From an optimization exercise on the open Yosys and OpenROAD flow, aimed at small area and a short achievable clock period; shortcuts taken in it are not production practice.
At most, simulation tests tie the RTL to the original design; equivalence was not proved.
The RTL of runs 1, 3 and 4 was laid out without a check of its function.
Power is estimated from default activity; no workload was simulated.

==> design/flow/design.v <==
module enigma_part3(clk, srst_n, load, encrypt, crypt_mode, table_idx, code_in, code_out, code_valid);
input clk;
input srst_n;
input load;
input encrypt;
input crypt_mode;
input [1:0] table_idx;
input [5:0] code_in;
output [5:0] code_out;
output code_valid;
integer k;
reg idle_q, ready_q;
reg valid_q;
reg cm_q;
reg [5:0] z_q;
reg [1:0] dA_q;
reg [2:0] rB_q;
reg [63:0] hb_q;
reg [5:0] pb [0:31];
reg [5:0] a0 [0:63];
reg [5:0] br [0:63];
wire [5:0] bx [0:63];
wire in_load = ~idle_q & ~ready_q & load;
wire ld_pb = in_load & (table_idx == 2'd0);
wire ld_a  = in_load & (table_idx == 2'd1);
wire ld_b  = in_load & (table_idx == 2'd2);
wire sym   = ready_q & encrypt;
assign code_valid = valid_q;
function [5:0] pbl;
  input [5:0] x;
  reg [31:0] mt;
  reg [5:0] r;
  integer q;
  begin
    for (q = 0; q < 32; q = q + 1) mt[q] = (pb[q] == x);
    r = 6'd0;
    for (q = 0; q < 32; q = q + 1)
      if (mt[q ^ 1]) r = r | pb[q];
    pbl = (|mt) ? r : x;
  end
endfunction
reg [5:0] rotB_b;
reg [5:0] ka;
always @* begin
  rotB_b = 6'd0;
  for (k = 0; k < 64; k = k + 1)
    if (hb_q[k]) rotB_b = rotB_b | k[5:0];
  ka = 6'd0;
  for (k = 0; k < 64; k = k + 1)
    if (a0[k] == rotB_b) ka = ka | k[5:0];
end
wire [5:0] rotA_b = ka + z_q;
assign code_out = {6{valid_q}} & pbl(rotA_b);
wire [1:0] d_a = valid_q ? (cm_q ? rotB_b[1:0] : dA_q) : 2'd0;
wire [5:0] y_f = z_q + {4'd0, d_a};
wire [2:0] m_e = valid_q ? (rB_q[2:0] ^ {3{cm_q}}) : 3'd0;
wire [7:0] oh = {8{sym}} & (8'd1 << m_e);
wire hold = ~sym & ~ld_b;
wire [5:0] pbo = pbl(code_in);
wire [5:0] w_f = -y_f;
wire [3:0] alo = {1'b0, pbo[2:0]} + {1'b0, w_f[2:0]};
wire [2:0] ahi0 = pbo[5:3] + w_f[5:3];
wire [2:0] ahi1 = ahi0 + 3'd1;
reg [5:0] ag [0:7];
always @* for (k = 0; k < 8; k = k + 1) ag[k] = a0[{k[2:0], alo[2:0]}];
wire [5:0] rotA_o = alo[3] ? ag[ahi1] : ag[ahi0];
wire [5:0] rotB_o = bx[rotA_o];
reg [63:0] hb;
always @* for (k = 0; k < 64; k = k + 1) hb[k] = (bx[k] == ~rotB_o);
assign bx[0] = ({6{oh[0]|oh[5]}} & br[20]) | ({6{oh[1]|oh[6]}} & br[21]) | ({6{oh[2]}} & br[22]) | ({6{oh[3]}} & br[17]) | ({6{oh[4]}} & br[16]) | ({6{oh[7]}} & br[19]) | ({6{hold}} & br[0]) | ({6{ld_b}} & br[63]);
assign bx[1] = ({6{oh[0]}} & br[50]) | ({6{oh[1]|oh[6]}} & br[51]) | ({6{oh[2]}} & br[48]) | ({6{oh[3]|oh[7]}} & br[53]) | ({6{oh[4]}} & br[54]) | ({6{oh[5]}} & br[55]) | ({6{hold}} & br[1]) | ({6{ld_b}} & br[46]);
assign bx[2] = ({6{oh[0]|oh[3]}} & br[8]) | ({6{oh[1]}} & br[9]) | ({6{oh[2]}} & br[10]) | ({6{oh[4]}} & br[12]) | ({6{oh[5]}} & br[13]) | ({6{oh[6]}} & br[14]) | ({6{oh[7]}} & br[15]) | ({6{hold}} & br[2]) | ({6{ld_b}} & br[62]);
assign bx[3] = ({6{oh[0]|oh[5]}} & br[36]) | ({6{oh[1]|oh[6]}} & br[37]) | ({6{oh[2]}} & br[38]) | ({6{oh[3]}} & br[33]) | ({6{oh[4]}} & br[32]) | ({6{oh[7]}} & br[35]) | ({6{hold}} & br[3]) | ({6{ld_b}} & br[9]);
assign bx[4] = ({6{oh[0]|oh[3]}} & br[48]) | ({6{oh[1]}} & br[49]) | ({6{oh[2]}} & br[50]) | ({6{oh[4]}} & br[52]) | ({6{oh[5]}} & br[53]) | ({6{oh[6]}} & br[54]) | ({6{oh[7]}} & br[55]) | ({6{hold}} & br[4]) | ({6{ld_b}} & br[1]);
assign bx[5] = ({6{oh[0]}} & br[26]) | ({6{oh[1]|oh[6]}} & br[27]) | ({6{oh[2]}} & br[24]) | ({6{oh[3]|oh[7]}} & br[29]) | ({6{oh[4]}} & br[30]) | ({6{oh[5]}} & br[31]) | ({6{hold}} & br[5]) | ({6{ld_b}} & br[47]);
assign bx[6] = ({6{oh[0]|oh[3]}} & br[55]) | ({6{oh[1]}} & br[54]) | ({6{oh[2]}} & br[53]) | ({6{oh[4]}} & br[51]) | ({6{oh[5]}} & br[50]) | ({6{oh[6]}} & br[49]) | ({6{oh[7]}} & br[48]) | ({6{hold}} & br[6]) | ({6{ld_b}} & br[61]);
assign bx[7] = ({6{oh[0]}} & br[13]) | ({6{oh[1]|oh[6]}} & br[12]) | ({6{oh[2]}} & br[15]) | ({6{oh[3]|oh[7]}} & br[10]) | ({6{oh[4]}} & br[9]) | ({6{oh[5]}} & br[8]) | ({6{hold}} & br[7]) | ({6{ld_b}} & br[5]);
assign bx[8] = ({6{oh[0]|oh[5]}} & br[44]) | ({6{oh[1]|oh[6]}} & br[45]) | ({6{oh[2]}} & br[46]) | ({6{oh[3]}} & br[41]) | ({6{oh[4]}} & br[40]) | ({6{oh[7]}} & br[43]) | ({6{hold}} & br[8]) | ({6{ld_b}} & br[36]);
assign bx[9] = ({6{oh[0]|oh[5]}} & br[43]) | ({6{oh[1]|oh[6]}} & br[42]) | ({6{oh[2]}} & br[41]) | ({6{oh[3]}} & br[46]) | ({6{oh[4]}} & br[47]) | ({6{oh[7]}} & br[44]) | ({6{hold}} & br[9]) | ({6{ld_b}} & br[35]);
assign bx[10] = ({6{oh[0]|hold}} & br[10]) | ({6{oh[1]|oh[6]}} & br[11]) | ({6{oh[2]}} & br[8]) | ({6{oh[3]|oh[7]}} & br[13]) | ({6{oh[4]}} & br[14]) | ({6{oh[5]}} & br[15]) | ({6{ld_b}} & br[52]);
assign bx[11] = ({6{oh[0]|oh[5]}} & br[52]) | ({6{oh[1]|oh[6]}} & br[53]) | ({6{oh[2]}} & br[54]) | ({6{oh[3]}} & br[49]) | ({6{oh[4]}} & br[48]) | ({6{oh[7]}} & br[51]) | ({6{hold}} & br[11]) | ({6{ld_b}} & br[38]);
assign bx[12] = ({6{oh[0]}} & br[54]) | ({6{oh[1]}} & br[55]) | ({6{oh[2]}} & br[52]) | ({6{oh[3]}} & br[51]) | ({6{oh[4]}} & br[50]) | ({6{oh[5]|oh[7]}} & br[49]) | ({6{oh[6]}} & br[48]) | ({6{hold}} & br[12]) | ({6{ld_b}} & br[27]);
assign bx[13] = ({6{oh[0]}} & br[25]) | ({6{oh[1]}} & br[24]) | ({6{oh[2]}} & br[27]) | ({6{oh[3]}} & br[28]) | ({6{oh[4]}} & br[29]) | ({6{oh[5]|oh[7]}} & br[30]) | ({6{oh[6]}} & br[31]) | ({6{hold}} & br[13]) | ({6{ld_b}} & br[44]);
assign bx[14] = ({6{oh[0]}} & br[41]) | ({6{oh[1]|ld_b}} & br[40]) | ({6{oh[2]}} & br[43]) | ({6{oh[3]}} & br[44]) | ({6{oh[4]}} & br[45]) | ({6{oh[5]|oh[7]}} & br[46]) | ({6{oh[6]}} & br[47]) | ({6{hold}} & br[14]);
assign bx[15] = ({6{oh[0]|oh[3]}} & br[0]) | ({6{oh[1]}} & br[1]) | ({6{oh[2]}} & br[2]) | ({6{oh[4]}} & br[4]) | ({6{oh[5]}} & br[5]) | ({6{oh[6]}} & br[6]) | ({6{oh[7]}} & br[7]) | ({6{hold}} & br[15]) | ({6{ld_b}} & br[22]);
assign bx[16] = ({6{oh[0]|oh[3]}} & br[63]) | ({6{oh[1]}} & br[62]) | ({6{oh[2]}} & br[61]) | ({6{oh[4]}} & br[59]) | ({6{oh[5]}} & br[58]) | ({6{oh[6]}} & br[57]) | ({6{oh[7]}} & br[56]) | ({6{hold}} & br[16]) | ({6{ld_b}} & br[34]);
assign bx[17] = ({6{oh[0]|oh[3]}} & br[16]) | ({6{oh[1]|hold}} & br[17]) | ({6{oh[2]}} & br[18]) | ({6{oh[4]}} & br[20]) | ({6{oh[5]}} & br[21]) | ({6{oh[6]}} & br[22]) | ({6{oh[7]}} & br[23]) | ({6{ld_b}} & br[11]);
assign bx[18] = ({6{oh[0]}} & br[34]) | ({6{oh[1]|oh[6]}} & br[35]) | ({6{oh[2]}} & br[32]) | ({6{oh[3]|oh[7]}} & br[37]) | ({6{oh[4]}} & br[38]) | ({6{oh[5]}} & br[39]) | ({6{hold}} & br[18]) | ({6{ld_b}} & br[60]);
assign bx[19] = ({6{oh[0]}} & br[6]) | ({6{oh[1]}} & br[7]) | ({6{oh[2]}} & br[4]) | ({6{oh[3]}} & br[3]) | ({6{oh[4]}} & br[2]) | ({6{oh[5]|oh[7]}} & br[1]) | ({6{oh[6]}} & br[0]) | ({6{hold}} & br[19]) | ({6{ld_b}} & br[45]);
assign bx[20] = ({6{oh[0]}} & br[61]) | ({6{oh[1]|oh[6]}} & br[60]) | ({6{oh[2]}} & br[63]) | ({6{oh[3]|oh[7]}} & br[58]) | ({6{oh[4]}} & br[57]) | ({6{oh[5]}} & br[56]) | ({6{hold}} & br[20]) | ({6{ld_b}} & br[50]);
assign bx[21] = ({6{oh[0]}} & br[30]) | ({6{oh[1]}} & br[31]) | ({6{oh[2]}} & br[28]) | ({6{oh[3]}} & br[27]) | ({6{oh[4]}} & br[26]) | ({6{oh[5]|oh[7]}} & br[25]) | ({6{oh[6]}} & br[24]) | ({6{hold}} & br[21]) | ({6{ld_b}} & br[19]);
assign bx[22] = ({6{oh[0]|oh[3]}} & br[7]) | ({6{oh[1]}} & br[6]) | ({6{oh[2]}} & br[5]) | ({6{oh[4]}} & br[3]) | ({6{oh[5]}} & br[2]) | ({6{oh[6]}} & br[1]) | ({6{oh[7]}} & br[0]) | ({6{hold}} & br[22]) | ({6{ld_b}} & br[53]);
assign bx[23] = ({6{oh[0]}} & br[5]) | ({6{oh[1]|oh[6]}} & br[4]) | ({6{oh[2]}} & br[7]) | ({6{oh[3]|oh[7]}} & br[2]) | ({6{oh[4]}} & br[1]) | ({6{oh[5]}} & br[0]) | ({6{hold}} & br[23]) | ({6{ld_b}} & br[58]);
assign bx[24] = ({6{oh[0]|oh[3]}} & br[47]) | ({6{oh[1]}} & br[46]) | ({6{oh[2]}} & br[45]) | ({6{oh[4]}} & br[43]) | ({6{oh[5]}} & br[42]) | ({6{oh[6]}} & br[41]) | ({6{oh[7]}} & br[40]) | ({6{hold}} & br[24]) | ({6{ld_b}} & br[39]);
assign bx[25] = ({6{oh[0]}} & br[17]) | ({6{oh[1]}} & br[16]) | ({6{oh[2]}} & br[19]) | ({6{oh[3]}} & br[20]) | ({6{oh[4]}} & br[21]) | ({6{oh[5]|oh[7]}} & br[22]) | ({6{oh[6]}} & br[23]) | ({6{hold}} & br[25]) | ({6{ld_b}} & br[41]);
assign bx[26] = ({6{oh[0]|oh[5]}} & br[11]) | ({6{oh[1]|oh[6]}} & br[10]) | ({6{oh[2]}} & br[9]) | ({6{oh[3]}} & br[14]) | ({6{oh[4]}} & br[15]) | ({6{oh[7]}} & br[12]) | ({6{hold}} & br[26]) | ({6{ld_b}} & br[55]);
assign bx[27] = ({6{oh[0]}} & br[38]) | ({6{oh[1]}} & br[39]) | ({6{oh[2]}} & br[36]) | ({6{oh[3]}} & br[35]) | ({6{oh[4]}} & br[34]) | ({6{oh[5]|oh[7]}} & br[33]) | ({6{oh[6]}} & br[32]) | ({6{hold}} & br[27]) | ({6{ld_b}} & br[3]);
assign bx[28] = ({6{oh[0]|oh[5]}} & br[12]) | ({6{oh[1]|oh[6]}} & br[13]) | ({6{oh[2]}} & br[14]) | ({6{oh[3]}} & br[9]) | ({6{oh[4]}} & br[8]) | ({6{oh[7]}} & br[11]) | ({6{hold}} & br[28]) | ({6{ld_b}} & br[31]);
assign bx[29] = ({6{oh[0]|oh[5]}} & br[27]) | ({6{oh[1]|oh[6]}} & br[26]) | ({6{oh[2]}} & br[25]) | ({6{oh[3]}} & br[30]) | ({6{oh[4]}} & br[31]) | ({6{oh[7]}} & br[28]) | ({6{hold}} & br[29]) | ({6{ld_b}} & br[33]);
assign bx[30] = ({6{oh[0]|oh[5]}} & br[3]) | ({6{oh[1]|oh[6]}} & br[2]) | ({6{oh[2]}} & br[1]) | ({6{oh[3]}} & br[6]) | ({6{oh[4]|ld_b}} & br[7]) | ({6{oh[7]}} & br[4]) | ({6{hold}} & br[30]);
assign bx[31] = ({6{oh[0]}} & br[9]) | ({6{oh[1]}} & br[8]) | ({6{oh[2]}} & br[11]) | ({6{oh[3]}} & br[12]) | ({6{oh[4]}} & br[13]) | ({6{oh[5]|oh[7]}} & br[14]) | ({6{oh[6]}} & br[15]) | ({6{hold}} & br[31]) | ({6{ld_b}} & br[23]);
assign bx[32] = ({6{oh[0]|oh[5]}} & br[35]) | ({6{oh[1]|oh[6]}} & br[34]) | ({6{oh[2]}} & br[33]) | ({6{oh[3]}} & br[38]) | ({6{oh[4]}} & br[39]) | ({6{oh[7]}} & br[36]) | ({6{hold}} & br[32]) | ({6{ld_b}} & br[57]);
assign bx[33] = ({6{oh[0]}} & br[14]) | ({6{oh[1]}} & br[15]) | ({6{oh[2]}} & br[12]) | ({6{oh[3]}} & br[11]) | ({6{oh[4]}} & br[10]) | ({6{oh[5]|oh[7]}} & br[9]) | ({6{oh[6]}} & br[8]) | ({6{hold}} & br[33]) | ({6{ld_b}} & br[51]);
assign bx[34] = ({6{oh[0]|oh[3]}} & br[40]) | ({6{oh[1]}} & br[41]) | ({6{oh[2]}} & br[42]) | ({6{oh[4]}} & br[44]) | ({6{oh[5]}} & br[45]) | ({6{oh[6]}} & br[46]) | ({6{oh[7]}} & br[47]) | ({6{hold}} & br[34]) | ({6{ld_b}} & br[6]);
assign bx[35] = ({6{oh[0]|oh[3]}} & br[56]) | ({6{oh[1]}} & br[57]) | ({6{oh[2]}} & br[58]) | ({6{oh[4]}} & br[60]) | ({6{oh[5]}} & br[61]) | ({6{oh[6]}} & br[62]) | ({6{oh[7]}} & br[63]) | ({6{hold}} & br[35]) | ({6{ld_b}} & br[14]);
assign bx[36] = ({6{oh[0]|oh[3]}} & br[32]) | ({6{oh[1]}} & br[33]) | ({6{oh[2]}} & br[34]) | ({6{oh[4]|hold}} & br[36]) | ({6{oh[5]}} & br[37]) | ({6{oh[6]}} & br[38]) | ({6{oh[7]}} & br[39]) | ({6{ld_b}} & br[48]);
assign bx[37] = ({6{oh[0]}} & br[57]) | ({6{oh[1]}} & br[56]) | ({6{oh[2]|ld_b}} & br[59]) | ({6{oh[3]}} & br[60]) | ({6{oh[4]}} & br[61]) | ({6{oh[5]|oh[7]}} & br[62]) | ({6{oh[6]}} & br[63]) | ({6{hold}} & br[37]);
assign bx[38] = ({6{oh[0]}} & br[49]) | ({6{oh[1]}} & br[48]) | ({6{oh[2]}} & br[51]) | ({6{oh[3]}} & br[52]) | ({6{oh[4]}} & br[53]) | ({6{oh[5]|oh[7]}} & br[54]) | ({6{oh[6]}} & br[55]) | ({6{hold}} & br[38]) | ({6{ld_b}} & br[12]);
assign bx[39] = ({6{oh[0]}} & br[21]) | ({6{oh[1]|oh[6]}} & br[20]) | ({6{oh[2]}} & br[23]) | ({6{oh[3]|oh[7]}} & br[18]) | ({6{oh[4]}} & br[17]) | ({6{oh[5]}} & br[16]) | ({6{hold}} & br[39]) | ({6{ld_b}} & br[37]);
assign bx[40] = ({6{oh[0]|oh[5]}} & br[19]) | ({6{oh[1]|oh[6]}} & br[18]) | ({6{oh[2]}} & br[17]) | ({6{oh[3]}} & br[22]) | ({6{oh[4]}} & br[23]) | ({6{oh[7]}} & br[20]) | ({6{hold}} & br[40]) | ({6{ld_b}} & br[56]);
assign bx[41] = ({6{oh[0]}} & br[45]) | ({6{oh[1]|oh[6]}} & br[44]) | ({6{oh[2]}} & br[47]) | ({6{oh[3]|oh[7]}} & br[42]) | ({6{oh[4]|hold}} & br[41]) | ({6{oh[5]}} & br[40]) | ({6{ld_b}} & br[0]);
assign bx[42] = ({6{oh[0]}} & br[18]) | ({6{oh[1]|oh[6]}} & br[19]) | ({6{oh[2]}} & br[16]) | ({6{oh[3]|oh[7]}} & br[21]) | ({6{oh[4]}} & br[22]) | ({6{oh[5]}} & br[23]) | ({6{hold}} & br[42]) | ({6{ld_b}} & br[24]);
assign bx[43] = ({6{oh[0]|oh[5]}} & br[60]) | ({6{oh[1]|oh[6]}} & br[61]) | ({6{oh[2]}} & br[62]) | ({6{oh[3]}} & br[57]) | ({6{oh[4]}} & br[56]) | ({6{oh[7]}} & br[59]) | ({6{hold}} & br[43]) | ({6{ld_b}} & br[10]);
assign bx[44] = ({6{oh[0]|oh[3]}} & br[15]) | ({6{oh[1]}} & br[14]) | ({6{oh[2]}} & br[13]) | ({6{oh[4]}} & br[11]) | ({6{oh[5]}} & br[10]) | ({6{oh[6]}} & br[9]) | ({6{oh[7]}} & br[8]) | ({6{hold}} & br[44]) | ({6{ld_b}} & br[43]);
assign bx[45] = ({6{oh[0]}} & br[22]) | ({6{oh[1]}} & br[23]) | ({6{oh[2]}} & br[20]) | ({6{oh[3]}} & br[19]) | ({6{oh[4]|ld_b}} & br[18]) | ({6{oh[5]|oh[7]}} & br[17]) | ({6{oh[6]}} & br[16]) | ({6{hold}} & br[45]);
assign bx[46] = ({6{oh[0]}} & br[53]) | ({6{oh[1]|oh[6]}} & br[52]) | ({6{oh[2]}} & br[55]) | ({6{oh[3]|oh[7]}} & br[50]) | ({6{oh[4]}} & br[49]) | ({6{oh[5]}} & br[48]) | ({6{hold}} & br[46]) | ({6{ld_b}} & br[2]);
assign bx[47] = ({6{oh[0]|oh[5]}} & br[4]) | ({6{oh[1]|oh[6]}} & br[5]) | ({6{oh[2]}} & br[6]) | ({6{oh[3]}} & br[1]) | ({6{oh[4]}} & br[0]) | ({6{oh[7]}} & br[3]) | ({6{hold}} & br[47]) | ({6{ld_b}} & br[17]);
assign bx[48] = ({6{oh[0]}} & br[1]) | ({6{oh[1]}} & br[0]) | ({6{oh[2]}} & br[3]) | ({6{oh[3]}} & br[4]) | ({6{oh[4]}} & br[5]) | ({6{oh[5]|oh[7]}} & br[6]) | ({6{oh[6]}} & br[7]) | ({6{hold}} & br[48]) | ({6{ld_b}} & br[26]);
assign bx[49] = ({6{oh[0]}} & br[46]) | ({6{oh[1]}} & br[47]) | ({6{oh[2]}} & br[44]) | ({6{oh[3]}} & br[43]) | ({6{oh[4]}} & br[42]) | ({6{oh[5]|oh[7]}} & br[41]) | ({6{oh[6]}} & br[40]) | ({6{hold}} & br[49]) | ({6{ld_b}} & br[21]);
assign bx[50] = ({6{oh[0]}} & br[2]) | ({6{oh[1]|oh[6]}} & br[3]) | ({6{oh[2]}} & br[0]) | ({6{oh[3]|oh[7]}} & br[5]) | ({6{oh[4]}} & br[6]) | ({6{oh[5]}} & br[7]) | ({6{hold}} & br[50]) | ({6{ld_b}} & br[8]);
assign bx[51] = ({6{oh[0]}} & br[62]) | ({6{oh[1]}} & br[63]) | ({6{oh[2]}} & br[60]) | ({6{oh[3]}} & br[59]) | ({6{oh[4]}} & br[58]) | ({6{oh[5]|oh[7]}} & br[57]) | ({6{oh[6]}} & br[56]) | ({6{hold}} & br[51]) | ({6{ld_b}} & br[42]);
assign bx[52] = ({6{oh[0]|oh[5]}} & br[28]) | ({6{oh[1]|oh[6]}} & br[29]) | ({6{oh[2]}} & br[30]) | ({6{oh[3]}} & br[25]) | ({6{oh[4]}} & br[24]) | ({6{oh[7]}} & br[27]) | ({6{hold}} & br[52]) | ({6{ld_b}} & br[54]);
assign bx[53] = ({6{oh[0]|oh[3]}} & br[31]) | ({6{oh[1]}} & br[30]) | ({6{oh[2]}} & br[29]) | ({6{oh[4]}} & br[27]) | ({6{oh[5]}} & br[26]) | ({6{oh[6]}} & br[25]) | ({6{oh[7]}} & br[24]) | ({6{hold}} & br[53]) | ({6{ld_b}} & br[4]);
assign bx[54] = ({6{oh[0]|oh[3]}} & br[23]) | ({6{oh[1]}} & br[22]) | ({6{oh[2]}} & br[21]) | ({6{oh[4]}} & br[19]) | ({6{oh[5]}} & br[18]) | ({6{oh[6]}} & br[17]) | ({6{oh[7]}} & br[16]) | ({6{hold}} & br[54]) | ({6{ld_b}} & br[25]);
assign bx[55] = ({6{oh[0]}} & br[58]) | ({6{oh[1]|oh[6]}} & br[59]) | ({6{oh[2]}} & br[56]) | ({6{oh[3]|oh[7]}} & br[61]) | ({6{oh[4]}} & br[62]) | ({6{oh[5]}} & br[63]) | ({6{hold}} & br[55]) | ({6{ld_b}} & br[13]);
assign bx[56] = ({6{oh[0]}} & br[29]) | ({6{oh[1]|oh[6]}} & br[28]) | ({6{oh[2]}} & br[31]) | ({6{oh[3]|oh[7]}} & br[26]) | ({6{oh[4]}} & br[25]) | ({6{oh[5]}} & br[24]) | ({6{hold}} & br[56]) | ({6{ld_b}} & br[32]);
assign bx[57] = ({6{oh[0]}} & br[33]) | ({6{oh[1]}} & br[32]) | ({6{oh[2]}} & br[35]) | ({6{oh[3]}} & br[36]) | ({6{oh[4]}} & br[37]) | ({6{oh[5]|oh[7]}} & br[38]) | ({6{oh[6]}} & br[39]) | ({6{hold}} & br[57]) | ({6{ld_b}} & br[49]);
assign bx[58] = ({6{oh[0]|oh[5]}} & br[51]) | ({6{oh[1]|oh[6]}} & br[50]) | ({6{oh[2]}} & br[49]) | ({6{oh[3]}} & br[54]) | ({6{oh[4]}} & br[55]) | ({6{oh[7]}} & br[52]) | ({6{hold}} & br[58]) | ({6{ld_b}} & br[29]);
assign bx[59] = ({6{oh[0]}} & br[42]) | ({6{oh[1]|oh[6]}} & br[43]) | ({6{oh[2]}} & br[40]) | ({6{oh[3]|oh[7]}} & br[45]) | ({6{oh[4]}} & br[46]) | ({6{oh[5]}} & br[47]) | ({6{hold}} & br[59]) | ({6{ld_b}} & code_in);
assign bx[60] = ({6{oh[0]|oh[3]}} & br[24]) | ({6{oh[1]}} & br[25]) | ({6{oh[2]}} & br[26]) | ({6{oh[4]}} & br[28]) | ({6{oh[5]}} & br[29]) | ({6{oh[6]}} & br[30]) | ({6{oh[7]}} & br[31]) | ({6{hold}} & br[60]) | ({6{ld_b}} & br[15]);
assign bx[61] = ({6{oh[0]|oh[3]}} & br[39]) | ({6{oh[1]}} & br[38]) | ({6{oh[2]}} & br[37]) | ({6{oh[4]}} & br[35]) | ({6{oh[5]}} & br[34]) | ({6{oh[6]}} & br[33]) | ({6{oh[7]}} & br[32]) | ({6{hold}} & br[61]) | ({6{ld_b}} & br[30]);
assign bx[62] = ({6{oh[0]}} & br[37]) | ({6{oh[1]|oh[6]}} & br[36]) | ({6{oh[2]}} & br[39]) | ({6{oh[3]|oh[7]}} & br[34]) | ({6{oh[4]}} & br[33]) | ({6{oh[5]}} & br[32]) | ({6{hold}} & br[62]) | ({6{ld_b}} & br[28]);
assign bx[63] = ({6{oh[0]|oh[5]}} & br[59]) | ({6{oh[1]|oh[6]}} & br[58]) | ({6{oh[2]}} & br[57]) | ({6{oh[3]}} & br[62]) | ({6{oh[4]|hold}} & br[63]) | ({6{oh[7]}} & br[60]) | ({6{ld_b}} & br[16]);
always @(posedge clk) begin
  if (~srst_n) begin
    idle_q <= 1'b1;
    ready_q <= 1'b0;
    valid_q <= 1'b0;
  end else begin
    idle_q <= 1'b0;
    if (~idle_q & ~load) ready_q <= 1'b1;
    if (sym) valid_q <= 1'b1;
  end
end
always @(posedge clk) begin
  z_q <= ld_a ? 6'd0 : (sym ? y_f : z_q) + 6'd1;
  if (sym) begin
    cm_q <= crypt_mode;
    dA_q <= rotA_o[1:0];
    rB_q <= rotB_o[2:0];
    hb_q <= hb;
  end
end
always @(posedge clk) begin
  if (ld_pb) begin
    for (k = 0; k < 31; k = k + 1) pb[k] <= pb[k + 1];
    pb[31] <= code_in;
  end
  for (k = 0; k < 63; k = k + 1) a0[k] <= a0[k + 1];
  a0[63] <= ld_a ? code_in : a0[0];
  for (k = 0; k < 64; k = k + 1) br[k] <= bx[k];
end
endmodule
==> design/flow/flow/run.sh <==
#!/bin/bash
# Layout through the standard.sh. Synthesis is the standard flow's script with abc run on
# flow/yos.abc (yosys's default mapping script) instead of ORFS's speed script;
# clock tree without dummy loads; timing repair is asked for a setup margin so
# the long paths get sized up.
cd "$(dirname "$0")/.."
export MY_ABC_SCRIPT=$PWD/flow/yos.abc
bash standard.sh SYNTH_SCRIPT=$PWD/flow/my_synth.tcl synth > synth.log 2>&1
bash standard.sh SETUP_SLACK_MARGIN=15 "CTS_ARGS=-sink_clustering_enable -repair_clock_nets -dont_use_dummy_load -buf_list sky130_fd_sc_hd__clkbuf_4" finish > standard.log 2>&1
==> design/flow/flow/my_synth.tcl <==
# The standard flow's synthesis script (synth_recipe.tcl), with abc run on the script named in MY_ABC_SCRIPT.
proc synth {args} { yosys synth -nofsm -noshare {*}$args }

proc abc {args} {
  set i [lsearch -exact $args -script]
  if {$i >= 0 && [info exists ::env(MY_ABC_SCRIPT)] && $::env(MY_ABC_SCRIPT) ne ""} {
    set args [lreplace $args [expr {$i + 1}] [expr {$i + 1}] $::env(MY_ABC_SCRIPT)]
  }
  if {[info exists ::env(MY_ABC_DONT_USE)]} {
    foreach c $::env(MY_ABC_DONT_USE) { lappend args -dont_use $c }
  }
  puts "abc (own script): $args"
  yosys abc {*}$args
}
source $::env(SCRIPTS_DIR)/synth.tcl
# left out here: clear keep_hierarchy, flatten, clean up, hide names made inside functions, write 1_2_yosys.v
==> design/flow/flow/yos.abc <==
strash
&get -n
&fraig -x
&put
scorr
dc2
dretime
strash
&get -n
&dch -f
&nf
&put
buffer
upsize
dnsize
stime -p
==> design/flow/standard.sh <==
#!/bin/bash
# synth_recipe.tcl (not shown) runs the flow's synth.tcl, then flattens the netlist and writes it again
# the make line also repeats each setting of config.mk as NAME=value (left out here)
make -C /OpenROAD-flow-scripts/flow DESIGN_CONFIG=/design/flow/config.mk WORK_HOME=/design/flow/orfs CLKGATE_MAP_FILE= SYNTH_SCRIPT=/design/flow/synth_recipe.tcl "${@:-finish}"
==> design/flow/config.mk <==
export PLATFORM = sky130hd
export DESIGN_NAME = enigma_part3
export DESIGN_NICKNAME = enigma_part3
export VERILOG_FILES = /design/flow/design.v
export SDC_FILE = /design/flow/constraint.sdc
export NUM_CORES = 8
export LEC_CHECK = 0
export CAP_MARGIN = 20
export CORE_MARGIN = 2
export CORE_UTILIZATION = 25
export PLACE_DENSITY = 0.35
export SLEW_MARGIN = 20
export TNS_END_PERCENT = 5
==> design/flow/constraint.sdc <==
create_clock -name core_clock -period 30.0 [get_ports {clk}]
set_input_delay 6.0000 -clock core_clock [delete_from_list [all_inputs] [get_ports {clk}]]
set_output_delay 6.0000 -clock core_clock [all_outputs]
set_load 0.01 [all_outputs]
==> flow_metrics.tcl, run 1 <==
set metrics [dict create \
    timing.hold.ws_ns 0.294 \
    final.setup.tns_ns 0 \
    clk_path_buf_depth 4 \
    die_w_um 501 \
    syn_nets 6672 \
    worst_setup_path_start_kind "register" \
    dp_cells 9421 \
    synth-edff-count 261 \
    dr.pass1.iters 15 \
    grt_pass1_vias 63390 \
    yosysSeqAreaShare 0.379 \
    drtIter0Drc 16731 \
    power_mw 7.88 \
    setup_violations 0 \
    place.gp.congestion 1.07 \
    ant_nets 0 \
    h-tree-depth 5 \
    p_per_area_nw_per_um2 110 \
    synth_flop_cell "dfxtp_1" \
    clock-sinks 1038 \
    status "timing/DRC/antenna clean" \
    peakVddDrop_mv 0.176 \
    ios 20 \
    drc 0 \
    path_clk_slew_ns 0.06 \
    critical_path.top_delay_family "simple AND/OR/NAND/NOR gates" \
    num_vias 67398 \
    finalNonFillerCells 9929 \
    crit_type "reg -> out" \
    synth_cell_type_count 93 \
    synth_area_sq_um 61700 \
    cp.required_ns 24.00 \
    coreArea_sq_um 246000 \
    ys_async_sr_fraction 0 \
    wl_per_cell_um 42.3 \
    port_buffers 19 \
    cts_root_buf "clkbuf_4" \
    dieArea_sq_um 251000 \
    initial_core_util 0.251 \
    worstReg2RegStart "hb_q[6]" \
    period_needed_ns 15.19 \
    clock_skew_ns 0.199 \
    numCtsBuffers 332 \
    nets 6720 \
    avgSynthCellArea_sq_um 9.29 \
    drv_cap 0 \
    p_leak_nw 24.8 \
    final_cell_mix "a222oi_1, dfxtp_1, xnor2_1" \
    viasPerCell 6.79 \
    hold_violations 0 \
    setup_slack_ns 14.81 \
    worstMarginPinSlew_ns 1.23 \
    final_common_cell "a222oi_1" \
    die_y_um 501 \
    multi_input_area_sq_um 35900 \
    fin_area_sq_um 71400 \
    critical_path.max_stage_delay_ns 0.64 \
    crit_path_top_delay_cell "a222oi_1" \
    placed_cell_area_sq_um 65400 \
    rsz0062_at_grt "true" \
    num_rows 182 \
    arrival_ns 9.19 \
    cp_num_buf_inv 9 \
    seqCellArea_sq_um 23400 \
    syn_inst 6640 \
    holdCritPathClass "reg -> reg" \
    drive_gt1_frac 0.153 \
    endpoint_kind "primary output" \
    finalCritPeriodShare 0.506 \
    pre_cts_ws_ns 10.56 \
    grt_pass1_wl_mm 571 \
    utilization 0.290 \
    grt_max_degree 130 \
    worstSetupStartpoint "hb_q[63]" \
    antenna_found_initial 37 \
    synth-seq-cells 1038 \
    cts_tree "built" \
    fmaxAchievable_mhz 65.8 \
    path_max_fanout 8 \
    relSlewSlack 0.179 \
    yosysWarnings 5 \
    report.final.slew_viol_count 0 \
    grt_overflow 0 \
    cts_hold_buf 0 \
    grt_use_total 0.320 \
    hpwl_mm 285 \
    fill_cells 25793 \
    syn2layout_area_growth_pct 15.6 \
    wirelength_mm 420 \
    clk-insertion-delay-late_ns 1.47 \
    hold_start "a0[14][3]" \
]
[worst reg2reg max path: cells and delay by family, from the launching register on]
family	cells	cell delay [ns]
simple gates	13	4.53
compound gates	6	1.57
xor+xnor	5	1.43
flops	1	0.49
buf+inv	7	1.43
fa+ha+maj	4	1.36
[cells in the mapped netlist, drive strengths merged (182+ instances only)]
cell / n / area, sq um
a222oi: 954 / 9550
dfxtp: 777 / 15600
nand4: 182 / 1140
inv: 257 / 965
xor2: 343 / 3000
edfxtp: 261 / 7840
clkbuf: 526 / 1990
a22oi: 326 / 2450
nand3: 331 / 1660
nand2: 460 / 1730
buf: 190 / 1010
xnor2: 581 / 5090
[cell families after synthesis]
| family | Yosys count | synth area share |
|---|---|---|
| AO/OA/AOI/OAI | 2038 | 0.283 |
| XOR/XNOR | 924 | 0.131 |
| adder cells (fa/ha/maj) | 19 | 0.00434 |
| buffers and inverters | 974 | 0.0644 |
| flip-flops | 1038 | 0.379 |
| multiplexers | 1 | 0.000162 |
| AND/OR/NAND/NOR | 1646 | 0.138 |
[final timing paths]
path                            slack (ns)  cells past startpoint           to
worst max-delay path                 14.81                     32  code_out[5]
worst min-delay path                  0.29                      0    a0[13][3]
worst max register to register       19.03                     35     hb_q[22]
worst min register to register        0.29                      0    a0[13][3]
[registers in the layout, summed over array words and instances, names as in the netlist]
register,flops
a0,384
br,384
cm_q,1
dA_q,2
hb_q,63
idle_q,1
pb,192
rB_q,3
ready_q,1
valid_q,1
z_q,6
[per-layer routing]
metal / track usage / vias to the layer above / part of all wire
li1: - / 26911 / -
met1: 0.450 / 34178 / 0.43
met2: 0.459 / 5392 / 0.41
met3: 0.0977 / 893 / 0.12
met4: 0.111 / 24 / 0.039
met5: 0 / - / 0.00041
[layout make-up]
class                   count  area share
multi-input cells        4632       0.503
flip-flops and latches   1038       0.328
repair buffers            426      0.0629
well taps                3220      0.0565
clock buffers             332      0.0349
inverters                 258      0.0137
diodes                     23    0.000806
[what timing repair did]
item / CTS / global route
pin swaps: 73 / 45
gates resized for setup: 249 / 62
buffers inserted: 97 / 27
setup endpoints to repair: 72 / 69
gates cloned: 26 / 0
[where the power goes]
part           internal [mW]  switching, mW
clock network          0.499          0.636
registers               1.50          0.182
logic                   1.52           3.54
==> run 2: changes to the inputs <==
--- a/design/flow/design.v
+++ b/design/flow/design.v
@@ -15,7 +15,7 @@
 reg [5:0] z_q;
 reg [1:0] dA_q;
 reg [2:0] rB_q;
-reg [63:0] hb_q;
+reg [7:0] bhi_q, blo_q;
 reg [5:0] pb [0:31];
 reg [5:0] a0 [0:63];
 reg [5:0] br [0:63];
@@ -40,11 +40,15 @@
   end
 endfunction
 reg [5:0] rotB_b;
+always @* begin
+  rotB_b = 6'd0;
+  for (k = 0; k < 8; k = k + 1) begin
+    if (bhi_q[k]) rotB_b[5:3] = rotB_b[5:3] | k[2:0];
+    if (blo_q[k]) rotB_b[2:0] = rotB_b[2:0] | k[2:0];
+  end
+end
 reg [5:0] ka;
 always @* begin
-  rotB_b = 6'd0;
-  for (k = 0; k < 64; k = k + 1)
-    if (hb_q[k]) rotB_b = rotB_b | k[5:0];
   ka = 6'd0;
   for (k = 0; k < 64; k = k + 1)
     if (a0[k] == rotB_b) ka = ka | k[5:0];
@@ -65,8 +69,14 @@
 always @* for (k = 0; k < 8; k = k + 1) ag[k] = a0[{k[2:0], alo[2:0]}];
 wire [5:0] rotA_o = alo[3] ? ag[ahi1] : ag[ahi0];
 wire [5:0] rotB_o = bx[rotA_o];
-reg [63:0] hb;
-always @* for (k = 0; k < 64; k = k + 1) hb[k] = (bx[k] == ~rotB_o);
+reg [7:0] bhi, blo;
+always @* begin
+  bhi = 8'd0; blo = 8'd0;
+  for (k = 0; k < 64; k = k + 1) if (bx[k] == ~rotB_o) begin
+    bhi[k >> 3] = 1'b1;
+    blo[k & 7] = 1'b1;
+  end
+end
 assign bx[0] = ({6{oh[0]|oh[5]}} & br[20]) | ({6{oh[1]|oh[6]}} & br[21]) | ({6{oh[2]}} & br[22]) | ({6{oh[3]}} & br[17]) | ({6{oh[4]}} & br[16]) | ({6{oh[7]}} & br[19]) | ({6{hold}} & br[0]) | ({6{ld_b}} & br[63]);
 assign bx[1] = ({6{oh[0]}} & br[50]) | ({6{oh[1]|oh[6]}} & br[51]) | ({6{oh[2]}} & br[48]) | ({6{oh[3]|oh[7]}} & br[53]) | ({6{oh[4]}} & br[54]) | ({6{oh[5]}} & br[55]) | ({6{hold}} & br[1]) | ({6{ld_b}} & br[46]);
 assign bx[2] = ({6{oh[0]|oh[3]}} & br[8]) | ({6{oh[1]}} & br[9]) | ({6{oh[2]}} & br[10]) | ({6{oh[4]}} & br[12]) | ({6{oh[5]}} & br[13]) | ({6{oh[6]}} & br[14]) | ({6{oh[7]}} & br[15]) | ({6{hold}} & br[2]) | ({6{ld_b}} & br[62]);
@@ -148,7 +158,8 @@
     cm_q <= crypt_mode;
     dA_q <= rotA_o[1:0];
     rB_q <= rotB_o[2:0];
-    hb_q <= hb;
+    bhi_q <= bhi;
+    blo_q <= blo;
   end
 end
 always @(posedge clk) begin
==> run 2 against run 1 <==
Still clean. Via count shrank 1.4%. Area after synthesis shrank 2.5%. Clock skew shrank 0.024 ns. Cell count shrank 4.4%. Global-route usage grew 1.8 points. Worst hold slack gained 0.028 ns.
==> flow_metrics.tcl, run 2 <==
set metrics [dict create \
    hpwl_mm 305 \
    finalCritPeriodShare 0.506 \
    dieArea_sq_um 245000 \
    cts_tree "built" \
    grt_use_total 0.339 \
    hold_violations 0 \
    utilization 0.286 \
    wirelength_mm 435 \
    synth-seq-cells 989 \
    met3_usage 0.0891 \
    syn2layout_area_growth_pct 13.9 \
    clk_path_buf_depth 4 \
    synth_cell_type_count 106 \
    ant_nets 0 \
    drtIter0Drc 16773 \
    status "timing/DRC/antenna clean" \
    num_rows 180 \
    relSlewSlack 0.191 \
    viasPerCell 7.00 \
    cp_num_buf_inv 8 \
    clk-insertion-delay-late_ns 1.43 \
    hold_start "a0[60][0]" \
    synth_top_area_share 0.259 \
    critical_path.max_stage_delay_ns 0.57 \
    yosysWarnings 5 \
    yosys-top-cells-area "dfxtp_1, a222oi_1, edfxtp_1" \
    crit_type "in -> reg" \
    yosysSeqAreaShare 0.364 \
    path_max_fanout 23 \
    final_common_cell "a222oi_1" \
    die_y_um 495 \
    worstReg2RegStart "blo_q[5]" \
    final_cell_mix "a222oi_1, dfxtp_1, xnor2_1" \
    worstSetupStartpoint "code_in[1]" \
    synth_area_sq_um 60200 \
    rsz0062_at_grt "true" \
    report.final.slew_viol_count 0 \
    numCtsBuffers 321 \
    holdCritPathClass "reg -> reg" \
    final.setup.tns_ns 0 \
    ios 20 \
    num_vias 66457 \
    synth-edff-count 212 \
    clock_skew_ns 0.174 \
    peakVddDrop_mv 0.183 \
    wl_per_cell_um 45.8 \
    top_regs "a0: 384 flops, br: 384 flops, pb: 192 flops" \
    syn_nets 6400 \
    endpoint_kind "register" \
    worst_setup_path_start_kind "input port" \
    grt_overflow 0 \
    drv_cap 0 \
    h-tree-depth 5 \
    grt_max_degree 136 \
    yosysMostFrequentCell "a222oi_1" \
    coreArea_sq_um 240000 \
    dr.pass1.iters 17 \
    die_w_um 495 \
    fmaxAchievable_mhz 65.9 \
    cp.required_ns 31.20 \
    p_per_area_nw_per_um2 123 \
    path_clk_slew_ns 0.06 \
    setup_violations 0 \
    drive_gt1_frac 0.150 \
    p_leak_nw 22.9 \
    gr-usage-met1 0.479 \
    port_buffers 19 \
    grt_busiest_layer "met2" \
    syn_inst 6368 \
    synth_flop_cell "dfxtp_1" \
    cts_root_buf "clkbuf_4" \
    critical_path.top_delay_family "simple AND/OR/NAND/NOR gates" \
    avgSynthCellArea_sq_um 9.45 \
    clock-sinks 989 \
    initial_core_util 0.251 \
    antenna_found_initial 40 \
    nets 6323 \
    ys_async_sr_fraction 0 \
    cpMostUsedCell "nand4_1" \
    grt_pass1_vias 62486 \
    yosysTopAreaCell "dfxtp_1" \
    use_met2 0.481 \
    crit_path_top_delay_cell "or4_1" \
    drc 0 \
    worstMarginPinSlew_ns 1.21 \
    arrival_ns 16.38 \
    place.gp.congestion 1.06 \
    synth_commonest_cells "a222oi_1, dfxtp_1, xnor2_1" \
    grt_pass1_wl_mm 581 \
    period_needed_ns 15.18 \
]
==> run 2: cell types whose count changed in the layout (fill, tap and decap cells not counted), moves of 71 or more <==
cell | before | now
xor2_1 | 341 | 252
nand2_1 | 455 | 246
nand4_1 | 182 | 85
and3_1 | 97 | 208
a222oi_1 | 954 | 1077
a21oi_1 | 155 | 84
==> run 2: path summary, 6_finish.rpt <==
| path | endpoint | cells after the start | slack (ns) |
|---|---|---|---|
| setup / recovery | blo_q[5] | 38 | 14.82 |
| hold / removal | a0[59][0] | 0 | 0.32 |
| hold reg to reg | a0[59][0] | 0 | 0.32 |
| setup reg to reg | blo_q[5] | 38 | 18.86 |
==> run 2: area by class of cell <==
type / count / area [sq um]
antenna: 21 / 52.6
clock buffer: 321 / 2410
fill: 25443 / 171000
inverter: 283 / 1070
multi-input combinational: 4358 / 35700
sequential: 989 / 21900
tap: 3185 / 3990
timing repair buffer: 338 / 3430
==> run 2: worst reg2reg max path: cells and delay by family (launching register included) <==
family	cells	cell delay [ns]
and+or+nand+nor	15	4.46
DFF	1	0.47
buffers and inverters	8	1.77
adders and majority gates	5	1.53
AOI/OAI and AO/OA	5	1.20
xor gates and xnor gates	5	1.57
==> run 2: cell families after synthesis <==
| kind of cell | Yosys count | synth area share |
|---|---|---|
| xor gates and xnor gates | 839 | 0.122 |
| buffers and inverters | 1024 | 0.0718 |
| DFF | 989 | 0.364 |
| adders and majority gates | 19 | 0.00445 |
| and+or+nand+nor | 1396 | 0.128 |
| muxes | 2 | 0.000354 |
| AOI/OAI and AO/OA | 2099 | 0.309 |
==> run 2: through the flow <==
stage	instance area (sq um)	setup WS [ns]	cells	hold slack, ns	power, mW
after floorplan	60200	15.94	6368	0.361	4.46
after global placement	63300	10.18	9069	0.371	6.38
after detailed placement	63400	10.84	9069	0.369	6.31
after CTS	67800	14.98	9437	0.276	7.92
after global routing	68500	14.87	9480	0.294	8.50
final	68500	14.82	9495	0.322	8.41
==> run 2: repair_timing <==
item                                    in CTS  in global routing
hold buffers                                 0                  0
cloned                                      14                  6
endpoints found under the setup margin      23                 20
pin swaps                                   32                 21
gates resized for setup                    284                 76
buffers inserted                            33                 31
==> run 2: power breakdown <==
part | internal [mW] | total, mW | switching, mW
Clock | 0.483 | 1.09 | 0.605
Sequential | 1.42 | 1.57 | 0.157
Combinational | 1.65 | 5.75 | 4.10
Total | 3.55 | 8.41 | 4.86
==> run 2: routing by layer <==
layer	up-vias	part of all wire	routed length [um]
met5	-	0.00043	187
met4	26	0.047	20600
met3	945	0.11	49000
met2	5334	0.41	178000
met1	34006	0.43	187000
li1	26146	-	-
==> run 3: changes to the inputs <==
--- a/design/flow/design.v
+++ b/design/flow/design.v
@@ -53,7 +53,10 @@
   for (k = 0; k < 64; k = k + 1)
     if (a0[k] == rotB_b) ka = ka | k[5:0];
 end
-wire [5:0] rotA_b = ka + z_q;
+wire [3:0] blo_s = {1'b0, ka[2:0]} + {1'b0, z_q[2:0]};
+wire [2:0] bhi_s0 = ka[5:3] + z_q[5:3];
+wire [2:0] bhi_s1 = bhi_s0 + 3'd1;
+wire [5:0] rotA_b = {blo_s[3] ? bhi_s1 : bhi_s0, blo_s[2:0]};
 assign code_out = {6{valid_q}} & pbl(rotA_b);
 wire [1:0] d_a = valid_q ? (cm_q ? rotB_b[1:0] : dA_q) : 2'd0;
 wire [5:0] y_f = z_q + {4'd0, d_a};
==> design/flow/flow/run.sh (replaced) <==
#!/bin/bash
# Layout through the standard.sh. Synthesis is the standard flow's script with abc run on
# flow/yos.abc (yosys's default mapping script) instead of ORFS's speed script;
# ports buffered with buf_4; clock tree without dummy loads; timing repair is asked for a setup margin so
# the long paths get sized up.
cd "$(dirname "$0")/.."
export MY_ABC_SCRIPT=$PWD/flow/yos.abc
bash standard.sh SYNTH_SCRIPT=$PWD/flow/my_synth.tcl synth > synth.log 2>&1
bash standard.sh SETUP_SLACK_MARGIN=15 "BUFFER_PORTS_ARGS=-inputs -outputs -buffer_cell sky130_fd_sc_hd__buf_4" "CTS_ARGS=-sink_clustering_enable -repair_clock_nets -dont_use_dummy_load -buf_list sky130_fd_sc_hd__clkbuf_4" finish > standard.log 2>&1
==> run 3 against run 2 <==
Sequential cell count is the same. Area after synthesis shrank 0.44%. Still clean on timing, DRC and antenna. Power grew 2.1%. Maximum frequency is essentially flat. Critical path type unchanged. Final area shrank 0.75%. Sequential share of layout area grew 0.24 points.
==> flow_metrics.tcl, run 3 <==
set metrics [dict create \
    syn2layout_area_growth_pct 13.5 \
    yosysTopAreaCell "dfxtp_1" \
    finalNonFillerCells 9645 \
    die_y_um 494 \
    synth-edff-count 212 \
    final_cell_mix "a222oi_1, dfxtp_1, xnor2_1" \
    avgSynthCellArea_sq_um 9.15 \
    clk-insertion-delay-late_ns 1.46 \
    rsz0062_at_grt "true" \
    p_leak_nw 23.0 \
    grt_busiest_layer "met1" \
    synth_cell_type_count 85 \
    ys_async_sr_fraction 0 \
    synth_area_sq_um 59900 \
    endpoint_kind "register" \
    grt_max_degree 153 \
    num_rows 179 \
    wl_per_cell_um 44.2 \
    holdCritPathClass "reg -> reg" \
    final_common_cell "a222oi_1" \
    yosys-top-cells-area "dfxtp_1, a222oi_1, edfxtp_1" \
    drc 0 \
    dp_cells 9246 \
    cpMostUsedCell "nand4_1" \
    cts_tree "built" \
    num_vias 66852 \
    setup_violations 0 \
    grt_overflow 0 \
    hpwl_mm 302 \
    critical_path.max_stage_delay_ns 0.64 \
    clock-sinks 989 \
    synth-seq-cells 989 \
    fmaxAchievable_mhz 65.9 \
    clk_path_buf_depth 4 \
    place.gp.congestion 1.07 \
    path_max_fanout 35 \
    nets 6498 \
    yosysWarnings 5 \
    worst_setup_path_start_kind "input port" \
    worstMarginPinSlew_ns 1.39 \
    met3_usage 0.0915 \
    cp.required_ns 31.22 \
    cts_hold_buf 0 \
    path_clk_slew_ns 0.06 \
    use_met2 0.467 \
    initial_core_util 0.252 \
    drtIter0Drc 17039 \
    synth_flop_cell "dfxtp_1" \
    arrival_ns 16.40 \
    die_w_um 494 \
    grt_pass1_vias 61768 \
    final.setup.tns_ns 0 \
    coreArea_sq_um 238000 \
    p_per_area_nw_per_um2 126 \
    gr-usage-met1 0.471 \
    ios 20 \
    dr.pass1.iters 15 \
    hold_violations 0 \
    top_regs "a0: 384 flops, br: 384 flops, pb: 192 flops" \
    viasPerCell 6.93 \
    clock_skew_ns 0.141 \
    numCtsBuffers 324 \
    grt_use_total 0.331 \
    cts_root_buf "clkbuf_4" \
    antenna_found_initial 45 \
    port_buffers 19 \
    dieArea_sq_um 244000 \
    ant_nets 0 \
    status "timing/DRC/antenna clean" \
    h-tree-depth 5 \
    drive_gt1_frac 0.137 \
    yosysMostFrequentCell "a222oi_1" \
    wirelength_mm 426 \
    grt_pass1_wl_mm 569 \
    period_needed_ns 15.18 \
    crit_type "in -> reg" \
    yosysSeqAreaShare 0.366 \
    utilization 0.286 \
    report.final.slew_viol_count 0 \
    syn_nets 6580 \
    crit_path_top_delay_cell "xnor2_1" \
    relSlewSlack 0.0701 \
    synth_top_area_share 0.260 \
    drv_cap 0 \
    synth_commonest_cells "a222oi_1, dfxtp_1, xnor2_1" \
    syn_inst 6547 \
    peakVddDrop_mv 0.179 \
    finalCritPeriodShare 0.506 \
]
==> run 3: stage by stage <==
stage / setup slack (ns) / total power [mW] / area [sq um] / hold slack, ns
floorplan: 15.74 / 4.24 / 59900 / 0.360
global placement: 10.38 / 6.57 / 63300 / 0.369
detailed placement: 10.53 / 6.48 / 63300 / 0.371
CTS: 14.98 / 7.92 / 67000 / 0.265
global route: 14.81 / 8.58 / 68000 / 0.283
finish: 14.82 / 8.59 / 68000 / 0.278
==> run 3: layout make-up <==
cell class              instances  area [sq um]
well taps                    3167          3960
flip-flops and latches        989         21900
diodes                         15          37.5
multi-input cells            4588         35600
clock buffers                 324          2430
inverters                     235           900
fillers                     25160        170000
repair buffers                327          3160
==> run 3: cell families after synthesis <==
logic type	after synthesis	synth area share
flops	989	0.366
fa+ha+maj	20	0.00480
buf+inv	972	0.0660
mux	1	0.000167
xor+xnor	851	0.124
compound gates	2109	0.303
simple gates	1605	0.135
==> run 3: final timing paths <==
path | startpoint | endpoint | slack, ns | cells past startpoint
max | code_in[3] | bhi_q[5] | 14.82 | 37
min | a0[4][4] | a0[3][4] | 0.28 | 0
max reg2reg | blo_q[7] | bhi_q[5] | 18.90 | 36
min reg2reg | a0[4][4] | a0[3][4] | 0.28 | 0
==> run 3: layer usage <==
layer / up-vias / share of wire
met4: 36 / 0.044
met1: 34178 / 0.43
li1: 26449 / -
met3: 885 / 0.12
met5: - / 0.00060
met2: 5304 / 0.41
==> run 3: timing repair <==
item | in CTS | in global routing
pin swaps | 14 | 30
gates resized for setup | 237 | 103
gates cloned | 1 | 7
endpoints found under the setup margin | 23 | 20
buffers inserted | 22 | 30
==> run 3: critical path, delay by kind of cell <==
kind            cells  cell delay, ns
compound gates      9            2.48
xor+xnor            1            0.64
fa+ha+maj           2            0.80
buf+inv             7            1.53
simple gates       18            4.72
==> run 3: report_power, final <==
part | switching (mW) | internal, mW | leakage (nW)
sequential | 0.148 | 1.41 | 8.21
combinational | 4.27 | 1.64 | 13.3
clock | 0.618 | 0.487 | 1.49
total | 5.04 | 3.55 | 23.0
==> run 4: changes to the inputs <==
--- a/design/flow/flow/run.sh
+++ b/design/flow/flow/run.sh
@@ -5,5 +5,7 @@
 # the long paths get sized up.
 cd "$(dirname "$0")/.."
 export MY_ABC_SCRIPT=$PWD/flow/yos.abc
+# the weakest sizes of the slow OR gates kept out of the mapping
+export MY_ABC_DONT_USE="sky130_fd_sc_hd__or4_1 sky130_fd_sc_hd__or4b_1 sky130_fd_sc_hd__or3_1 sky130_fd_sc_hd__or3b_1 sky130_fd_sc_hd__a2111oi_0"
 bash standard.sh SYNTH_SCRIPT=$PWD/flow/my_synth.tcl synth > synth.log 2>&1
 bash standard.sh SETUP_SLACK_MARGIN=15 "BUFFER_PORTS_ARGS=-inputs -outputs -buffer_cell sky130_fd_sc_hd__buf_4" "CTS_ARGS=-sink_clustering_enable -repair_clock_nets -dont_use_dummy_load -buf_list sky130_fd_sc_hd__clkbuf_4" finish > standard.log 2>&1
==> run 4 against run 3 <==
Still clean on timing, DRC and antenna. Clock skew is 0.030 ns higher. Final area is 0.68% lower. Combinational power is 12% lower. Cell count is 0.41% higher. Largest power group unchanged.
==> flow_metrics.tcl, run 4 <==
set metrics [dict create \
    status "timing/DRC/antenna clean" \
    dieArea_sq_um 245000 \
    die_w_um 495 \
    nets 6519 \
    initial_core_util 0.251 \
    path_clk_slew_ns 0.06 \
    avgSynthCellArea_sq_um 9.13 \
    wirelength_mm 415 \
    arrival_ns 16.38 \
    switchingPower_mw 4.43 \
    fin_area_sq_um 67600 \
    finalCritPeriodShare 0.506 \
    drt-met1-wl_mm 179 \
    syn2layout_area_growth_pct 12.3 \
    syn_nets 6623 \
    worstMarginPinSlew_ns 1.14 \
    p_leak_nw 22.9 \
    setup_slack_ns 14.81 \
    cts_tree "built" \
    num_rows 180 \
    numCtsBuffers 323 \
    finalNonFillerCells 9685 \
    viasPerCell 6.85 \
    sw_frac_of_total 0.564 \
    clock-sinks 989 \
    critical_path.max_stage_delay_ns 0.71 \
    drtIter0Drc 15548 \
    synth_cell_type_count 81 \
    crit_path_top_delay_cell "a222oi_1" \
    clk-insertion-delay-late_ns 1.43 \
    pre_cts_ws_ns 10.95 \
    crit_type "in -> reg" \
    utilization 0.282 \
    dr_wl_met2_mm 171 \
    holdCritPathClass "reg -> reg" \
    synth_commonest_cells "a222oi_1, dfxtp_1, xnor2_1" \
    path_max_fanout 34 \
    h-tree-depth 5 \
    clock_skew_ns 0.171 \
    drv_cap 0 \
    p_comb_frac 0.662 \
    setup_violations 0 \
    fmaxAchievable_mhz 65.9 \
    p_per_area_nw_per_um2 116 \
    grt_use_total 0.323 \
    die_y_um 495 \
    grt_max_degree 140 \
    endpoint_kind "register" \
    drc 0 \
    period_needed_ns 15.19 \
    top_regs "a0: 384 flops, br: 384 flops, pb: 192 flops" \
    cp.required_ns 31.20 \
    synth_area_sq_um 60200 \
    hold_violations 0 \
    yosysWarnings 5 \
    syn_inst 6590 \
    wl_per_cell_um 42.8 \
    clk_path_buf_depth 4 \
    ios 20 \
    p_clk_frac 0.139 \
    drive_gt1_frac 0.129 \
    place.gp.congestion 1.03 \
    final.setup.tns_ns 0 \
    top_layer_used "met5" \
    worst_setup_path_start_kind "input port" \
    grt_pass1_vias 62347 \
    yosysTopAreaCell "dfxtp_1" \
    dr.pass1.iters 14 \
    dp_cells 9281 \
    hpwl_mm 289 \
    synth-edff-count 212 \
    synth-seq-cells 989 \
    ant_nets 0 \
    port_buffers 19 \
    yosys-top-cells-area "dfxtp_1, a222oi_1, edfxtp_1" \
    grt_overflow 0 \
    ys_async_sr_fraction 0 \
    relSlewSlack 0.239 \
    route.met3.wl_mm 46.9 \
    cts_root_buf "clkbuf_4" \
    report.final.slew_viol_count 0 \
    grt_pass1_wl_mm 561 \
    placed_cell_area_sq_um 63300 \
    final_common_cell "a222oi_1" \
    antenna_found_initial 35 \
    p_seq_frac 0.199 \
    synth_top_area_share 0.259 \
    yosysMostFrequentCell "a222oi_1" \
    rsz0062_at_grt "true" \
    synth_flop_cell "dfxtp_1" \
    yosysSeqAreaShare 0.364 \
    num_vias 66339 \
    final_cell_mix "a222oi_1, dfxtp_1, xnor2_1" \
    coreArea_sq_um 240000 \
    peakVddDrop_mv 0.203 \
    internal_power_mw 3.42 \
]
==> run 4: cell types whose count changed in the layout (fill, tap and decap cells not counted), moves of 12 or more <==
cell / before / now
nand2_1: 458 / 483
nand3_1: 233 / 218
xnor2_1: 566 / 585
nor3_1: 125 / 162
and3_1: 173 / 188
o21ai_0: 43 / 61
buf_4: 264 / 235
a21oi_1: 114 / 136
a2111oi_0: 18 / 0
or4_1: 15 / 0
buf_6: 11 / 23
nor2_1: 117 / 105
==> run 4: power groups by stage <==
stage	sequential [mW]	clock [mW]	combinational, mW
after global routing	1.56	1.19	5.22
after floorplan	1.49	0	2.81
after detailed placement	1.58	0	4.51
final	1.57	1.09	5.19
after CTS	1.56	1.13	4.83
after global placement	1.59	0	4.54
==> run 4: area by class of cell <==
cell class / count / area [sq um]
antenna: 16 / 40.0
clock buffer: 323 / 2420
fill: 25392 / 172000
inverter: 243 / 928
multi-input combinational: 4623 / 35300
sequential: 989 / 21900
tap: 3185 / 3990
timing repair buffer: 305 / 2960
timing repair inverter: 1 / 7.51
==> run 4: timing repair <==
item | CTS | global route
buffers inserted | 32 | 25
hold buffers | 0 | 0
gates resized for setup | 154 | 91
endpoints found under the setup margin | 23 | 20
pin swaps | 20 | 28
cloned | 4 | 4
==> run 4: final timing paths <==
| kind | from | to | slack, ns | depth (start not counted) |
|---|---|---|---|---|
| worst min-delay path | a0[51][1] | a0[50][1] | 0.30 | 0 |
| worst max register to register | blo_q[7] | bhi_q[5] | 19.19 | 36 |
| worst min register to register | a0[51][1] | a0[50][1] | 0.30 | 0 |
| worst max-delay path | code_in[1] | bhi_q[5] | 14.81 | 40 |
==> run 4: cells by family after synthesis <==
group | count (synthesis) | share of synthesized area
xor+xnor | 862 | 0.125
flops | 989 | 0.364
buf+inv | 981 | 0.0671
simple gates | 1641 | 0.139
fa+ha+maj | 20 | 0.00478
compound gates | 2097 | 0.299
==> run 4: worst max-delay path, delay by kind of cell <==
family / cells / cell delay (ns)
simple gates: 20 / 4.97
buf+inv: 10 / 2.04
compound gates: 6 / 1.84
xor+xnor: 2 / 0.77
fa+ha+maj: 2 / 0.63
==> run 4: routing by layer <==
| layer | up-vias | GRT usage |
|---|---|---|
| li1 | 26437 | - |
| met1 | 33771 | 0.459 |
| met2 | 5242 | 0.459 |
| met3 | 869 | 0.0865 |
| met4 | 20 | 0.125 |
| met5 | - | 0 |
==> run 4: metrics by stage <==
stage | total power, mW | hold slack [ns]
3_5_place_dp | 6.09 | 0.371
5_1_grt | 7.97 | 0.288
2_1_floorplan | 4.30 | 0.360
4_1_cts | 7.51 | 0.298
6_report | 7.85 | 0.301
3_3_place_gp | 6.13 | 0.368
==> run 5: changes to the inputs <==
--- a/design/flow/design.v
+++ b/design/flow/design.v
@@ -71,7 +71,9 @@
 reg [5:0] ag [0:7];
 always @* for (k = 0; k < 8; k = k + 1) ag[k] = a0[{k[2:0], alo[2:0]}];
 wire [5:0] rotA_o = alo[3] ? ag[ahi1] : ag[ahi0];
-wire [5:0] rotB_o = bx[rotA_o];
+reg [5:0] bm1 [0:7];
+always @* for (k = 0; k < 8; k = k + 1) bm1[k] = bx[{k[2:0], rotA_o[2:0]}];
+wire [5:0] rotB_o = bm1[rotA_o[5:3]];
 reg [7:0] bhi, blo;
 always @* begin
   bhi = 8'd0; blo = 8'd0;
==> design/flow/flow/run.sh (replaced) <==
#!/bin/bash
# Layout through the standard.sh. Synthesis is the standard flow's script with abc run on
# flow/yos.abc (yosys's default mapping script) instead of ORFS's speed script;
# ports buffered with buf_4; clock tree without dummy loads; timing repair is asked for a setup margin so
# the long paths get sized up.
cd "$(dirname "$0")/.."
export MY_ABC_SCRIPT=$PWD/flow/yos.abc
bash standard.sh SYNTH_SCRIPT=$PWD/flow/my_synth.tcl synth > synth.log 2>&1
bash standard.sh SETUP_SLACK_MARGIN=15 "BUFFER_PORTS_ARGS=-inputs -outputs -buffer_cell sky130_fd_sc_hd__buf_4" "CTS_ARGS=-sink_clustering_enable -repair_clock_nets -dont_use_dummy_load -buf_list sky130_fd_sc_hd__clkbuf_4" finish > standard.log 2>&1
==> run 5 against run 4 <==
Final area decreased by 1.2%. Register-to-register slack better by 0.22 ns. Largest power group unchanged. Highest routed layer unchanged. Still clean on timing, DRC and antenna. Power about the same.
==> flow_metrics.tcl, run 5 <==
set metrics [dict create \
    synth_flop_cell "dfxtp_1" \
    cp_num_buf_inv 7 \
    relSlewSlack 0.194 \
    h-tree-depth 5 \
    p_leak_nw 22.1 \
    cts_root_buf "clkbuf_4" \
    drtIter0Drc 15946 \
    drive_gt1_frac 0.120 \
    setup_violations 0 \
    worst_r2r_endpoint "blo_q[6]" \
    path_clk_slew_ns 0.06 \
    grt_pass1_vias 61549 \
    synth_area_sq_um 60100 \
    crit_path_top_delay_cell "o22ai_1" \
    grt_use_total 0.302 \
    critical_path.max_stage_delay_ns 0.75 \
    rsz0062_at_grt "true" \
    min_to "a0[47][1]" \
    final.setup.tns_ns 0 \
    hold_path_depth 0 \
    die_w_um 494 \
    hold_violations 0 \
    yosysWarnings 6 \
    viasPerCell 6.84 \
    port_buffers 19 \
    power_mw 7.84 \
    die_y_um 494 \
    cts_tree "built" \
    crit_cells 34 \
    pre_cts_ws_ns 11.27 \
    p_per_area_nw_per_um2 118 \
    yosysSeqAreaShare 0.365 \
    num_rows 180 \
    fmaxAchievable_mhz 66.6 \
    dr.pass1.iters 19 \
    crit_type "in -> reg" \
    drv_cap 0 \
    worstReg2RegStart "pb[10][4]" \
    clk-insertion-delay-late_ns 1.47 \
    hpwl_mm 266 \
    yosysTopAreaCell "dfxtp_1" \
    report.final.slew_viol_count 0 \
    grt_pass1_wl_mm 534 \
    ios 20 \
    multi_input_area_sq_um 35700 \
    worst_setup_path_start_kind "input port" \
    antenna_found_initial 30 \
    seqCellArea_sq_um 21900 \
    synth_commonest_cells "a222oi_1, dfxtp_1, nand2_1" \
    grt_max_degree 137 \
    synth-seq-cells 989 \
    cp.required_ns 31.02 \
    hold_start "a0[48][1]" \
    initial_core_util 0.251 \
    ys_async_sr_fraction 0 \
    endpoint_kind "register" \
    finalCritPeriodShare 0.500 \
    yosysMostFrequentCell "a222oi_1" \
    numCtsBuffers 322 \
    path_max_fanout 48 \
    placed_cell_area_sq_um 63200 \
    grt_overflow 0 \
    drc 0 \
    synth-edff-count 212 \
    clock_skew_ns 0.155 \
    critical_path.top_delay_family "simple AND/OR/NAND/NOR gates" \
    synth_top_area_share 0.259 \
    wirelength_mm 386 \
    fin_area_sq_um 66700 \
    holdCritPathClass "reg -> reg" \
    syn_inst 6593 \
    top_regs "a0: 384 flops, br: 384 flops, pb: 192 flops" \
    period_needed_ns 15.01 \
    place.gp.congestion 1.00 \
    status "timing/DRC/antenna clean" \
    ant_nets 0 \
    syn2layout_area_growth_pct 11.0 \
    wl_per_cell_um 40.2 \
    clk_path_buf_depth 4 \
    clock-sinks 989 \
    coreArea_sq_um 240000 \
    final_cell_mix "a222oi_1, dfxtp_1, nand2_1" \
    avgSynthCellArea_sq_um 9.12 \
    setup_slack_ns 14.99 \
    peakVddDrop_mv 0.130 \
    worstMarginPinSlew_ns 1.21 \
    yosys-top-cells-area "dfxtp_1, a222oi_1, edfxtp_1" \
    r2r_slack_ns 19.41 \
    num_vias 65707 \
    nets 6442 \
    syn_nets 6626 \
    reg2reg_depth 33 \
    synth_cell_type_count 82 \
    final_common_cell "a222oi_1" \
    arrival_ns 16.03 \
    dieArea_sq_um 244000 \
    fill_cells 25366 \
]
[run 5: cell types whose count changed after synthesis, sizes merged, moves of 33 or more]
cell,delta
a21o,+33
a21oi,+106
a222oi,+43
a31oi,+55
and3,-148
inv,-143
nand2,+110
nand3,+147
nand4,-63
nor2,-69
nor3,-71
o22ai,-40
xnor2,-41
[run 5: through the flow]
stage	instances	util	hold slack (ns)
finish	9606	0.278	0.311
global route	9598	0.278	0.306
CTS	9580	0.276	0.284
detailed placement	9238	0.263	0.370
global placement	9238	0.263	0.370
floorplan	6593	-	0.360
[run 5: layout make-up]
type | count | area share
inverters | 100 | 0.00587
flip-flops and latches | 989 | 0.328
clock buffers | 322 | 0.0362
multi-input cells | 4742 | 0.534
diodes | 14 | 0.000525
repair buffers | 254 | 0.0350
well taps | 3185 | 0.0597
[run 5: timing repair]
item                                    CTS  global route
hold buffers                              0             0
pin swaps                                 9            12
endpoints found under the setup margin   23            20
setup buffers                            17            11
gates cloned                              3             0
gates resized for setup                 112            75
[run 5: worst register-to-register path, delay by kind of cell, from the launching register on]
kind | cells | cell delay, ns
adder cells (fa/ha/maj) | 2 | 0.71
buffers and inverters | 6 | 1.29
AO/OA/AOI/OAI | 10 | 3.61
flip-flops | 1 | 0.58
XOR/XNOR | 1 | 0.33
AND/OR/NAND/NOR | 14 | 3.66
[run 5: worst max path at each step]
stage	from	endpoint	slack [ns]
final	code_in[1]	blo_q[6]	14.99
after global routing	bhi_q[7]	code_out[2]	14.96
after global placement	code_in[1]	blo_q[3]	11.30
after floorplan	code_in[1]	blo_q[7]	15.64
after detailed placement	code_in[1]	bhi_q[1]	11.27
after CTS	bhi_q[7]	code_out[2]	14.98
[run 5: logic make-up after synthesis]
group / count (synthesis) / synth area share
buf+inv: 864 / 0.0584
simple gates: 1606 / 0.134
xor+xnor: 798 / 0.116
fa+ha+maj: 20 / 0.00479
compound gates: 2314 / 0.321
mux: 2 / 0.000354
flops: 989 / 0.365
[run 5: per-layer routing]
layer | vias up | part of all wire | global-route usage
met5 | - | 0.00025 | 0
met4 | 16 | 0.032 | 0.0868
met3 | 714 | 0.11 | 0.0696
met2 | 4920 | 0.42 | 0.438
met1 | 33391 | 0.44 | 0.441
li1 | 26666 | - | -
[run 5: report_power, final]
part           total, mW  internal [mW]  switching (mW)  leakage, nW
sequential          1.56           1.41           0.148         8.21
combinational       5.19           1.49            3.70         12.4
clock               1.09          0.485           0.610         1.48

## port drivers added, routing unchanged
Ports are ideal in the flow. The routed layouts listed here were re-timed in OpenROAD.
Step 1 (the two cells are an assumption about what drives the block):
set clk [get_ports {clk}]
set_driving_cell -lib_cell sky130_fd_sc_hd__clkbuf_16 $clk
set_driving_cell -lib_cell sky130_fd_sc_hd__buf_2 [delete_from_list [all_inputs] $clk]
Step 2, shift: input delay + t, output delay - t, t = (earliest + latest rising clock arrival at the registers) / 2. This alone moves slack from input paths to output paths.
Three values: no drivers, after step 1, after step 2; two values: the first two.
run | t (ns) | setup slack, ns | worst setup path after step 2 | worst register clock-pin slew, ns
run 1 | 1.450 | 14.813 / 14.726 / 13.437 | input to register | 0.07 / 0.07
run 2 | 1.416 | 14.816 / 14.844 / 13.428 | input to register | 0.07 / 0.07
run 3 | 1.469 | 14.817 / 14.746 / 13.277 | input to register | 0.07 / 0.07
run 4 | 1.434 | 14.814 / 14.851 / 13.416 | input to register | 0.07 / 0.07
run 5 | 1.450 | 14.992 / 15.010 / 13.560 | input to register | 0.08 / 0.08
After both steps setup and hold are still met in every run listed. The setup slack of run 3, which loses most, moves by -0.071 ns with the drivers and by -1.540 ns with both steps.
